This design comes from an exercise in tuning for small area on the open sky130 flow, not from production work.
Only simulation tests tie the RTL to the original design; equivalence was not proved.
No activity file was given, so power comes from the tool's default toggle rates.

Design reflet_periph16, start of the top module:
module reflet_periph16 (
    input clk,
    input reset,
    input enable,
    output [3:0] interrupt_request,
    output cpu_enable,
    input [14:0] addr,
    input [7:0] data_in,
    output [7:0] data_out,
    input write_en,
    input [15:0] gpi,
    output [15:0] gpo,
    input rx,
    output tx,
    output pwm,
    output [6:0] segments,
    output [3:0] seg_select,
    output seg_dot,
    output seg_colon,
    output synth_out,
    input [127:0] ext_io_in,
    output [127:0] ext_io_out
    );
For scale: roughly 3400 cells after synthesis, about 350 I/O pins.
export LEC_CHECK = 0
export ABC_AREA = 1
export CAP_MARGIN = 20
export CORE_MARGIN = 2
export CORE_UTILIZATION = 40
export SLEW_MARGIN = 20
create_clock -name core_clock -period 10.0 [get_ports {clk}]
standard.sh (not shown) runs the stock make flow with config.mk's settings and CLKGATE_MAP_FILE= SYNTH_SCRIPT=/design/flow/synth_recipe.tcl, a recipe that flattens the netlist after the stock synthesis.
==> flow/flow/run.sh <==
#!/bin/bash
set -o pipefail
export BUFFER_PORTS_ARGS="-buffer_cell sky130_fd_sc_hd__buf_1"
export CTS_ARGS="-sink_clustering_enable -repair_clock_nets -dont_use_dummy_load -buf_list sky130_fd_sc_hd__clkbuf_2"
bash standard.sh > standard.log 2>&1
The baseline completed without violations.
Then changed:
==> flow/run.sh (new file) <==
#!/bin/bash
# synth_recipe.tcl (not shown) runs the flow's synth.tcl, then flattens the netlist and writes it again
# the make line also repeats each setting of config.mk as NAME=value (left out here)
make -C /OpenROAD-flow-scripts/flow DESIGN_CONFIG=/design/flow/config.mk WORK_HOME=/design/flow/orfs CLKGATE_MAP_FILE= SYNTH_SCRIPT=/design/flow/synth_recipe.tcl finish
ABC_AREA = unset   (was 1)
removed: flow/flow/run.sh
removed: flow/standard.sh
Effect: The changed run finished clean; flip-flop and latch count does not change; clock skew fell by 0.12 ns; wire length rose by 13%; total power went up by 31%.
Then changed:
==> flow/flow/run.sh (new file) <==
#!/bin/bash
set -o pipefail
export BUFFER_PORTS_ARGS="-buffer_cell sky130_fd_sc_hd__buf_1"
export CTS_ARGS="-sink_clustering_enable -repair_clock_nets -dont_use_dummy_load"
bash standard.sh > standard.log 2>&1
==> flow/standard.sh (new file) <==
#!/bin/bash
# synth_recipe.tcl (not shown) runs the flow's synth.tcl, then flattens the netlist and writes it again
# the make line also repeats each setting of config.mk as NAME=value (left out here)
make -C /OpenROAD-flow-scripts/flow DESIGN_CONFIG=/design/flow/config.mk WORK_HOME=/design/flow/orfs CLKGATE_MAP_FILE= SYNTH_SCRIPT=/design/flow/synth_recipe.tcl "${@:-finish}"
removed: flow/run.sh
After rerunning: The new run finished clean. Via count is higher slightly. Wire length is lower slightly. Utilization is lower by 4.0 points. Clock skew is higher by 0.026 ns. Die area stays the same. Power is lower by roughly a tenth. Synthesized area does not change. Hold slack loses 0.011 ns. Sequential share of layout area is higher by 3.5 points.
Then changed:
==> flow/flow/run.sh (replaced) <==
#!/bin/bash
set -o pipefail
export BUFFER_PORTS_ARGS="-buffer_cell sky130_fd_sc_hd__buf_1"
export CTS_ARGS="-sink_clustering_enable -repair_clock_nets -dont_use_dummy_load -buf_list sky130_fd_sc_hd__clkbuf_4"
bash standard.sh > standard.log 2>&1
ABC_AREA = 1   (was unset)
=> Setup slack improved by 0.22 ns. Sequential share of layout area came out higher by 0.86 points. First-iteration DRC count came out higher by about 5%. Synthesized area came out lower by 1.2%. Combinational power decreases by about 3%. Wire length shrinks by about 11%. Final cell count climbs by about 20%.


## job 8259
Another version of the RTL of reflet_periph16 (not shown whole).
Size: roughly 3500 cells after synthesis, ~540 flip-flops, roughly 350 I/O pins.
// reflet_periph16
module reflet_periph16 (
    input clk,
    input reset,
    input enable,
    output [3:0] interrupt_request,
    output cpu_enable,
    input [14:0] addr,
    input [7:0] data_in,
    output [7:0] data_out,
    input write_en,
    input [15:0] gpi,
    output [15:0] gpo,
    input rx,
    output tx,
    output pwm,
    output [6:0] segments,
    output [3:0] seg_select,
    output seg_dot,
    output seg_colon,
    output synth_out,
    input [127:0] ext_io_in,
    output [127:0] ext_io_out
    );
Settings: LEC_CHECK=0, ABC_AREA=1, CAP_MARGIN=20, CORE_MARGIN=2, CORE_UTILIZATION=40, SLEW_MARGIN=20; clock period 10.0 ns.
==> flow/flow/run.sh <==
#!/bin/bash
set -o pipefail
export BUFFER_PORTS_ARGS="-buffer_cell sky130_fd_sc_hd__buf_1"
export CTS_ARGS="-sink_clustering_enable -repair_clock_nets -dont_use_dummy_load -buf_list sky130_fd_sc_hd__clkbuf_4 -sink_clustering_size 8 -sink_clustering_max_diameter 50"
bash standard.sh > standard.log 2>&1
Here is what was changed in the inputs of job 2978 compared with job 8259.
==> flow/flow/run.sh <==
#!/bin/bash
set -o pipefail
export BUFFER_PORTS_ARGS="-buffer_cell sky130_fd_sc_hd__buf_1"
export CTS_ARGS="-sink_clustering_enable -repair_clock_nets -dont_use_dummy_load -buf_list sky130_fd_sc_hd__clkbuf_8 -sink_clustering_size 14 -sink_clustering_max_diameter 70"
bash standard.sh > standard.log 2>&1
[summary]
- Comparing job 2978 with job 8259, the complex-gate fraction of the synthesized area came out essentially unchanged.
- Worst setup slack, job 8259 and job 2978: smaller value in job 2978
- Number of antenna violations at the first check in global routing in job 2978 vs job 8259: down 2
- Combinational share of power of job 2978 is on par with job 8259.
- Compared with job 8259, job 2978 shows via count of the first global-routing pass that has gone down slightly.
- Comparing job 8259 and job 2978, the lower maximum frequency is on job 2978.
- Between job 8259 and job 2978, the difference in finished layout cell area is negligible.
- The final core area utilization on job 8259 is in line with that on job 2978.
- Register-to-register slack on job 2978 is up relative to job 8259.


Starting RTL as in the previous note.
export LEC_CHECK = 0
export ABC_AREA = 1
export CAP_MARGIN = 20
export CORE_MARGIN = 2
export CORE_UTILIZATION = 40
export SLEW_MARGIN = 20
create_clock -name core_clock -period 10.0 [get_ports {clk}]
==> flow/flow/run.sh <==
#!/bin/bash
set -euo pipefail
HERE=$(pwd)
FDIR=$HERE/flow
PLAT=${FLOW_PLATFORM:-sky130hd}
R=$HERE/orfs/results/$PLAT/reflet_periph16/base
LIB=$FLOW_HOME/platforms/$PLAT/lib/sky130_fd_sc_hd__tt_025C_1v80.lib
YOSYS=$FLOW_HOME/../tools/install/yosys/bin/yosys
[ -x "$YOSYS" ] || YOSYS=yosys

export BUFFER_PORTS_ARGS="-buffer_cell sky130_fd_sc_hd__buf_1"
export CTS_ARGS="-sink_clustering_enable -repair_clock_nets -dont_use_dummy_load -buf_list sky130_fd_sc_hd__clkbuf_4 -sink_clustering_size 8 -sink_clustering_max_diameter 50"

# 1. standard synthesis
bash standard.sh synth > standard_synth.log 2>&1
cp "$R/1_2_yosys.v" "$HERE/synth_standard.v"

# 2. area re-mapping of the combinational logic
DU=""
for c in $(cat "$FDIR/dont_use.txt"); do DU="$DU -dont_use $c"; done
"$YOSYS" -l "$HERE/remap.log" -p "
read_liberty -overwrite -ignore_miss_func $LIB
read_verilog $HERE/synth_standard.v
hierarchy -top $FLOW_TOP
blackbox sky130_fd_sc_hd__dfxtp_1 sky130_fd_sc_hd__edfxtp_1
flatten
rename -hide w:_*_.*
opt_clean -purge
opt -purge
abc -liberty $LIB $DU -script $FDIR/remap.abc
opt_clean -purge
hilomap -singleton -hicell sky130_fd_sc_hd__conb_1 HI -locell sky130_fd_sc_hd__conb_1 LO
splitnets
opt_clean -purge
insbuf -buf sky130_fd_sc_hd__buf_4 A X
read_liberty -lib -overwrite $LIB
tee -o $HERE/remap_stat.txt stat -liberty $LIB
check -assert
write_verilog -noattr -nohex -nodec $HERE/remap_raw.v
" > /dev/null
python3 "$FDIR/fixnames.py" "$HERE/synth_standard.v" "$HERE/remap_raw.v" "$HERE/remap.v" > "$HERE/fixnames.log" 2>&1
cp "$HERE/remap.v" "$R/1_2_yosys.v"
rm -f "$R/1_synth.odb" "$R/1_synth.sdc"

# 3. standard layout steps on the re-mapped netlist
bash standard.sh > standard.log 2>&1
==> flow/flow/remap.abc <==
strash
&get -n
&fraig -x
&put
scorr
dc2
strash
&get -n
&deepsyn -T 20
&put
strash
&get -n
&dch -f
&nf -R 1000 -C 32
&put
strash
&get -n
&deepsyn -T 20
&put
strash
&get -n
&dch -f
&nf -R 1000 -C 32
&put
Other scripts of this flow, unchanged in this note and not shown: flow/flow/dont_use.txt, flow/flow/fixnames.py
The first run went through all stages and came out clean.
Next try:
==> flow/flow/remap.abc (replaced) <==
strash
&get -n
&fraig -x
&put
scorr
dc2
strash
&get -n
&dch -f
&nf -R 1000
&put
strash
dc2
&get -n
&dch -f
&nf -R 1000
&put
=>
- The new run finished with timing, DRC and antenna clean
- count of clock-buffer cells in the layout climbs by 2
- setup slack gains 0.17 ns
- total power climbs by 0.90%
- clock power is about the same
- global-route usage climbs by 0.56 points
- routed wire length climbs by 2.9%
Next try:
==> flow/flow/remap.abc (replaced) <==
strash
&get -n
&fraig -x
&put
scorr
dc2
strash
&get -n
&deepsyn -T 20
&put
strash
&get -n
&dch -f
&nf -R 1000 -C 32
&put
strash
&get -n
&deepsyn -T 20
&put
strash
&get -n
&dch -f
&nf -R 1000 -C 32
&put
Settings changed: CORE_UTILIZATION 40 to 55.
Effect:
- The changed run passed the timing, DRC and antenna checks
- core utilization grows by 17 points
- count of clock-buffer cells in the layout shrinks by 4
- die area shrinks by 28%
- area after synthesis shrinks by about 1.9%
- fmax shrinks by 2.4%
- total power shrinks by 2.0%
- global-route usage grows by 7.8 points
- cell area shrinks by 2.7%
Next try:
--- a/flow/flow/run.sh
+++ b/flow/flow/run.sh
@@ -11,3 +11,3 @@
 export BUFFER_PORTS_ARGS="-buffer_cell sky130_fd_sc_hd__buf_1"
-export CTS_ARGS="-sink_clustering_enable -repair_clock_nets -dont_use_dummy_load -buf_list sky130_fd_sc_hd__clkbuf_4 -sink_clustering_size 8 -sink_clustering_max_diameter 50"
+export CTS_ARGS="-sink_clustering_enable -repair_clock_nets -dont_use_dummy_load -buf_list {sky130_fd_sc_hd__clkbuf_2 sky130_fd_sc_hd__clkbuf_4} -sink_clustering_size 8 -sink_clustering_max_diameter 50"
 
Settings changed: CORE_UTILIZATION 55 to 40.
Cell count is higher by 6.1%.
Setup slack gains 0.0062 ns.
Sequential share of layout area goes down by 0.68 points.
Total power went up by 1.1%.
Worst hold slack gets worse by 0.0073 ns.
Routed wire length rose by 9.1%.

[re-timing with driven ports]
In the flow no input, the clock included, has a driving cell. The finished layouts below were timed again as built, in two steps.
Step 1: set_driving_cell puts a clkbuf_16 on clk and a buf_2 on each other input, an assumption about the parent block.
Step 2 also shifts input and output timing later by t, the mid clock arrival at the registers, as if the neighbouring blocks saw the same clock.
Slacks: no drivers / after step 1 / after step 2; pairs: no drivers / after step 1.
run	t (ns)	slack for setup (ns)	worst register clock-pin slew, ns	worst data-port slew with drivers (ns)	pins driven straight from the clock port
the first run of note 1	1.297	3.451 / 3.402 / 3.402	0.11 / 0.11	0.10	1
the second run of note 1	0.711	2.416 / 2.383 / 2.383	0.08 / 0.08	0.10	1
the third run of note 1	0.682	3.185 / 3.151 / 3.151	0.07 / 0.07	0.08	1
the fourth run of note 1	1.010	3.402 / 3.350 / 3.350	0.07 / 0.07	0.10	1
job 8259	0.916	3.463 / 3.427 / 3.427	0.10 / 0.10	0.05	1
job 2978	0.722	3.421 / 3.388 / 3.388	0.10 / 0.10	0.05	1
the first run of note 3	0.883	2.750 / 2.708 / 2.708	0.10 / 0.10	0.13	1
the second run of note 3	0.905	2.921 / 2.884 / 2.884	0.10 / 0.10	0.14	1
the third run of note 3	0.904	2.744 / 2.710 / 2.710	0.10 / 0.10	0.11	1
the fourth run of note 3	0.883	2.750 / 2.708 / 2.708	0.10 / 0.10	0.13	1
After both steps every run listed still meets setup and hold. For the fourth run of note 1, which loses most, drivers alone change the setup slack by -0.052 ns; drivers and shift together by -0.052 ns.
